Background: an optimization exercise with open tools, aiming at a short achievable clock period and few clock cycles. Do not read the settings as production practice. The RTL was checked by simulation tests, not by an equivalence proof against the original design. Power and IR drop assume default switching activity.

Design MIPS_Multi, start of the top module:
module MIPS_Multi(clk, rst, Memory_out, MemWrite, MemRead, Adr, B_out);
clock: 7.5 ns
lec_check: 0
abc_clock_period_in_ps: 1500
cap_margin: 20
core_margin: 2
core_utilization: 35
place_density: 0.55
setup_slack_margin: 5.0
slew_margin: 20
run.sh (not shown) runs the stock make flow with config.mk's settings and CLKGATE_MAP_FILE= SYNTH_SCRIPT=/design/flow/synth_recipe.tcl, a recipe that flattens the netlist after the stock synthesis.
Testbench counts at the start, summed over its fixed seeds: cycles 99,136.
Then changed:
SYNTH_HIERARCHICAL = 1   (was default)
SYNTH_MINIMUM_KEEP_SIZE = 0   (was default)
Result: The new run passed the timing, design-rule and antenna checks. Setup slack improved by 460 ps. Total power goes up by 4.3%. Fmax goes up by 12%.


MIPS_Multi, a different RTL version from the one above (not shown whole).
For scale: ~6500 cells after synthesis, roughly 100 I/O pins.
clock: 7.5 ns
lec_check: 0
abc_clock_period_in_ps: 1500
cap_margin: 20
core_margin: 2
core_utilization: 35
place_density: 0.55
setup_slack_margin: 4.4
slew_margin: 20
synth_hierarchical: 1
synth_minimum_keep_size: 0
The baseline completed with no timing, DRC or antenna violations.
Testbench counts at the start, summed over its fixed seeds: cycles 99,136.
Edit:
- CORE_UTILIZATION: 35 -> 42
- PLACE_DENSITY: 0.55 -> 0.62
=>
- setup slack got worse by 74 ps
- non-clock buffer count stays the same
- register-to-register slack got worse by 60 ps
- wire length came out lower by a few percent
- total power came out lower slightly
- combinational power came out lower by a few percent
- maximum frequency came out lower by a few percent
- hold slack hardly moves
- die area came out lower by about a fifth


run a:
Another version of the RTL of MIPS_Multi (not shown whole).
Size in the first run: ~6,000 cells after synthesis, roughly 0.066 mm2 of cells after synthesis.
// MIPS_Multi
module MIPS_Multi(clk, rst, Memory_out, MemWrite, MemRead, Adr, B_out);
	input clk, rst;
	input [31:0] Memory_out;
	output MemWrite, MemRead;
	output [31:0] Adr, B_out;
	reg [31:0] R [0:15];
	reg fZ, fN, fV;
	reg [31:0] adr_q;      
	reg [31:0] adr_n;      
	reg [31:0] bo_q;
	reg        rd_q, wr_q;
	assign Adr = adr_q;
	assign MemRead = rd_q;
	assign MemWrite = wr_q;
	assign B_out = bo_q;
	wire [31:0] adr = ~adr_n;
	reg        mp;         
	reg        mload;      
	reg        mstore;     
	reg [3:0]  mrd;        
	reg        stl;        
	reg        big;        
	reg        bigl;       
	reg [31:0] blm;        
	reg        halted;     
	reg        ev;         
	reg [31:0] ir;
	reg [31:0] pce;        
	reg [31:0] fpce;       
	reg [31:0] btgt;       
	reg        pt;         
	reg        c_small;    
	reg [31:0] opX;        
	reg [31:0] opY;        
	reg [31:0] opA;        
	reg [31:0] opM;        
	reg [31:0] opB;        
	reg [31:0] opD;        
	reg [31:0] res_q;      
	reg        wb_en;      
	reg [3:0]  wb_a;
	reg        c_dti, c_dpi, c_bi, c_inv, c_arith, c_add, c_logic_res, c_sub, c_zx, c_mov;
	function [31:0] ext12(input [11:0] x);
		ext12 = {19'd0, x[11], x};
	endfunction
	function condf(input [1:0] c, input z, input n, input v);
		condf = (c == 2'b00) ? z :
		        (c == 2'b01) ? (~z & (n == v)) :
		        (c == 2'b10) ? (n != v) : 1'b1;
	endfunction
	function zsum(input [31:0] a, input [31:0] b, input ci);
		zsum = ((a[0] ^ b[0]) == ci) & ((a[31:1] ^ b[31:1]) == (a[30:0] | b[30:0]));
	endfunction
	wire idle  = mp | stl | big;
	wire cond  = condf(ir[31:30], fZ, fN, fV);
	wire ex    = ev & ~idle & cond;
	wire e_dp  = ex & c_dpi;
	wire e_mem = ex & c_dti;
	wire e_bl  = ex & c_bi & ir[26];
	wire e_bls = e_bl & c_small;
	wire e_big = ex & c_bi & ~(ir[26] ? c_small : pt);
	wire e_inv = ex & c_inv;
	wire e_miss = ev & ~idle & c_bi & ~ir[26] & pt & ~cond;
	wire [31:0] sum1, sum2;
	add32cs u_sum1(.a(opX), .b(opY), .ci(c_sub), .s(sum1));
	add32 u_sum2(.a(opA), .b(opM), .ci(1'b0), .s(sum2));
	wire z1 = zsum(opX, opY, c_sub);
	wire z2 = zsum(opA, opM, 1'b0);
	wire y31 = c_add ? opB[31] : (opB[31] ^ (opB[30:0] != 31'd0));
	wire v1 = (opX[31] & y31 & ~sum1[31]) | (~opX[31] & ~y31 & sum1[31]);
	wire [31:0] lres = c_mov ? opB : (opA & opB);
	wire [31:0] eres = c_logic_res ? lres : sum1;
	wire [31:0] e_tgt, bl_tgt, big_tgt;
  ...
make LEC_CHECK=0 ABC_CLOCK_PERIOD_IN_PS=1500 CAP_MARGIN=20 CORE_MARGIN=2 CORE_UTILIZATION=35 PLACE_DENSITY=0.55 SETUP_SLACK_MARGIN=4.4 SLEW_MARGIN=20 SYNTH_HIERARCHICAL=1 SYNTH_MINIMUM_KEEP_SIZE=0 finish   # period 7.5 ns
Every stage of the flow completed for run a, and the final layout passed the timing, design-rule and antenna checks.
Testbench counts of run a, summed over its fixed seeds: cycles 99,136.
Input-level comparison between run b and run a:
- changing SETUP_SLACK_MARGIN from 4.4 to 5.0
==> notes.md <==
When the final numbers for run b and run a were put side by side, the fraction of power consumed by combinational cells turned out to be smaller in run a. Compared with run a, in run b setup slack picked up an extra 0.039 ns, final clock period utilization by the worst path went down 0.52 points, final-layout fill cell count shrank by 5.0%. Relative to run a, the number of multi-input combinational cells in the layout measured on run b has increased slightly. Post-layout instance count excluding filler cells for run b is higher than for run a. Wire length of the first global-routing pass: higher on run b. Run b against run a; buffer count from post-CTS setup fixing is up by more than half. Compared with run a, run b shows utilization higher by 3.2 points.

-- what the ideal ports hide --
The flow's constraints put no driver on any port. The routed layouts listed below were extracted and timed again, unchanged, in two steps.
Step 1, drivers: a clkbuf_16 drives clk and a buf_2 each remaining input, both assumed.
Step 2 moves the port delays by t, midway between the first and last clock arrival at a register: inputs arrive t later, outputs are due t later. That takes back most of the time a late clock gives input paths.
Three values: no drivers, after step 1, after step 2; two values: the first two.
| run | t, ns | setup WS [ns] | worst register clock-pin slew, ns | cell pins on the clock port's net |
|---|---|---|---|---|
| the first run of note 1 | 0.847 | 3.290 / 3.213 / 2.366 | 0.08 / 0.08 | 1 |
| the second run of note 1 | 0.865 | 3.755 / 3.795 / 2.930 | 0.07 / 0.07 | 1 |
| the first run of note 2 | 0.867 | 4.302 / 4.145 / 3.278 | 0.07 / 0.07 | 1 |
| the second run of note 2 | 0.841 | 4.229 / 4.078 / 3.237 | 0.07 / 0.07 | 1 |
| run a | 0.881 | 4.108 / 4.137 / 3.256 | 0.07 / 0.07 | 1 |
| run b | 0.859 | 4.147 / 4.155 / 3.313 | 0.07 / 0.07 | 1 |
After both steps setup and hold are still met in every run listed. The setup slack of the first run of note 2, which loses most, moves by -0.157 ns with the drivers and by -1.024 ns with both steps.
